This is an optimization exercise on Yosys and OpenROAD, whose aim is small area, a short achievable clock period and few clock cycles per item, not a production implementation. RTL that was checked went through simulation tests only; none was proved equivalent to the original.

== before ==
==> flow/design.v (excerpt) <==
module IOTDF (input clk, input rst, input in_en, input [7:0] iot_in, input [2:0] fn_sel,
              output busy, output valid, output [127:0] iot_out);
    function [55:0] pc1;
        input [63:0] k;
        pc1 = {k[7], k[15], k[23], k[31], k[39], k[47], k[55], k[63], k[6], k[14], k[22], k[30], k[38], k[46], k[54], k[62], k[5], k[13], k[21], k[29], k[37], k[45], k[53], k[61], k[4], k[12], k[20], k[28], k[1], k[9], k[17], k[25], k[33], k[41], k[49], k[57], k[2], k[10], k[18], k[26], k[34], k[42], k[50], k[58], k[3], k[11], k[19], k[27], k[35], k[43], k[51], k[59], k[36], k[44], k[52], k[60]};
    endfunction
    function [63:0] ipc1;
        input [55:0] cd;
        input [7:0] p;
  ...
Size: roughly 270 flip-flops.
clock: 4.5 ns
lec_check: 0
abc_area: 1
abc_clock_period_in_ps: 2300
cap_margin: 20
core_margin: 2
core_utilization: 30
cts_buf_list: sky130_fd_sc_hd__clkbuf_8
cts_cluster_diameter: 60
cts_cluster_size: 14
setup_slack_margin: 2.2
slew_margin: 20
standard.sh (not shown) runs the stock make flow with config.mk's settings and CLKGATE_MAP_FILE= SYNTH_SCRIPT=/design/flow/synth_recipe.tcl, a recipe that flattens the netlist after the stock synthesis.
==> flow/flow/run.sh <==
#!/bin/bash
# Standard ORFS layout (the standard.sh, standard synthesis), with the
# port buffers made of sky130_fd_sc_hd__buf_1 instead of the resizer's default pick.
set -uo pipefail
export BUFFER_PORTS_ARGS="-buffer_cell sky130_fd_sc_hd__buf_1"
bash standard.sh > standard_flow.log 2>&1
What after does differently from before at the input level:
# before
export LEC_CHECK = 0
export ABC_AREA = 1
export ABC_CLOCK_PERIOD_IN_PS = 2300
export CAP_MARGIN = 20
export CORE_MARGIN = 2
export CORE_UTILIZATION = 30
export CTS_BUF_LIST = sky130_fd_sc_hd__clkbuf_8
export CTS_CLUSTER_DIAMETER = 60
export CTS_CLUSTER_SIZE = 14
export SETUP_SLACK_MARGIN = 2.2
export SLEW_MARGIN = 20
create_clock -name core_clock -period 4.5 [get_ports {clk}]
# after
export LEC_CHECK = 0
export ABC_AREA = 1
export ABC_CLOCK_PERIOD_IN_PS = 2300
export CAP_MARGIN = 20
export CORE_MARGIN = 2
export CORE_UTILIZATION = 40
export CTS_BUF_LIST = sky130_fd_sc_hd__clkbuf_8
export CTS_CLUSTER_DIAMETER = 60
export CTS_CLUSTER_SIZE = 14
export SETUP_SLACK_MARGIN = 2.2
export SLEW_MARGIN = 20
create_clock -name core_clock -period 4.5 [get_ports {clk}]
### Flow results
- Diff before -> after: global placement routability congestion went down by 2.6%; met2 global-route usage went up by 11 points; initial core utilization went up by 11 points; length of routed wiring on met1 went up by about 0.7%.
- after ends up with a final cell count without fillers that is 5.0% lower than in before.
Function was not checked in any run of this note: the RTL went through the layout flow alone.

* * *

Another version of the RTL of IOTDF (not shown whole).
Size in the first run: about 2,500 cells after synthesis, about 140 I/O pins, roughly 17,000 sq um of cells after synthesis.
==> flow/config.mk <==
export PLATFORM = sky130hd
export DESIGN_NAME = IOTDF
export DESIGN_NICKNAME = IOTDF
export VERILOG_FILES = /design/flow/design.v
export SDC_FILE = /design/flow/constraint.sdc
export NUM_CORES = 4
export LEC_CHECK = 0
export ABC_AREA = 1
export ABC_CLOCK_PERIOD_IN_PS = 2300
export CAP_MARGIN = 20
export CORE_MARGIN = 2
export CORE_UTILIZATION = 30
export CTS_BUF_LIST = sky130_fd_sc_hd__clkbuf_8
export CTS_CLUSTER_DIAMETER = 60
export CTS_CLUSTER_SIZE = 14
export SETUP_SLACK_MARGIN = 2.1
export SLEW_MARGIN = 20
==> flow/constraint.sdc <==
create_clock -name core_clock -period 4.5 [get_ports {clk}]
set_input_delay 0.9000 -clock core_clock [delete_from_list [all_inputs] [get_ports {clk}]]
set_output_delay 0.9000 -clock core_clock [all_outputs]
set_load 0.01 [all_outputs]
Scripts as last shown in full above: flow/flow/run.sh
Testbench counts at the start, summed over its fixed seeds: cycles 8,100, items 480.
Next try:
- CORE_UTILIZATION: 30 -> 50
- SETUP_SLACK_MARGIN: 2.1 -> 2.2
After rerunning:
- The new run ran to the end with no violations
- critical path depth drops by 12
- cell area climbs by 0.42%
- routed wire length drops by 2.6%
- cell count drops by 8.6%
Next try:
- ABC_CLOCK_PERIOD_IN_PS: 2300 -> 2000
- CORE_UTILIZATION: 50 -> 30
=>
- utilization decreases by 24 points
- synthesized area does not change
- final area increases slightly
- wire length climbs by a few percent
- first-iteration DRC count fell by about a fifth
- setup slack is better by 35 ps
- via count is lower slightly
- cell count goes up by roughly a tenth
- non-clock buffer count goes up by 1
Next try:
- ABC_CLOCK_PERIOD_IN_PS: 2000 -> 2300
- CTS_BUF_LIST: sky130_fd_sc_hd__clkbuf_8 -> sky130_fd_sc_hd__clkbuf_4
- CTS_CLUSTER_DIAMETER: 60 -> 50
- CTS_CLUSTER_SIZE: 14 -> 10
After rerunning: Worst hold slack is better by 200 ps. Setup slack is about the same. Clock skew climbs by 7.5 ps. Synthesized cell count stays the same. Area after synthesis does not change.

## re-timing with driven ports
No port has a modelled driver above. Below, the same layouts with a new extraction and two added sets of constraints. Step 1, drivers: a clkbuf_16 drives clk and a buf_2 each remaining input, both assumed. Step 2 also shifts input and output timing later by t, the mid clock arrival at the registers, as if the neighbouring blocks saw the same clock. a / b / c = no drivers / after step 1 / after step 2; a / b = the first two.
run | shift t [ns] | slack for setup (ns) | worst setup path after step 2
before | 0.670 | 2.134 / 2.134 / 1.723 | input to register
after | 0.671 | 2.116 / 2.116 / 1.768 | input to register
the first run of note 2 | 0.659 | 2.202 / 2.180 / 1.844 | input to register
the second run of note 2 | 0.664 | 2.215 / 2.164 / 1.837 | input to register
the third run of note 2 | 0.659 | 2.250 / 2.200 / 1.750 | input to register
the fourth run of note 2 | 0.802 | 2.248 / 2.194 / 1.897 | input to register
After both steps setup and hold are still met in every run listed. The setup slack of the third run of note 2, which loses most, moves by -0.050 ns with the drivers and by -0.500 ns with both steps.
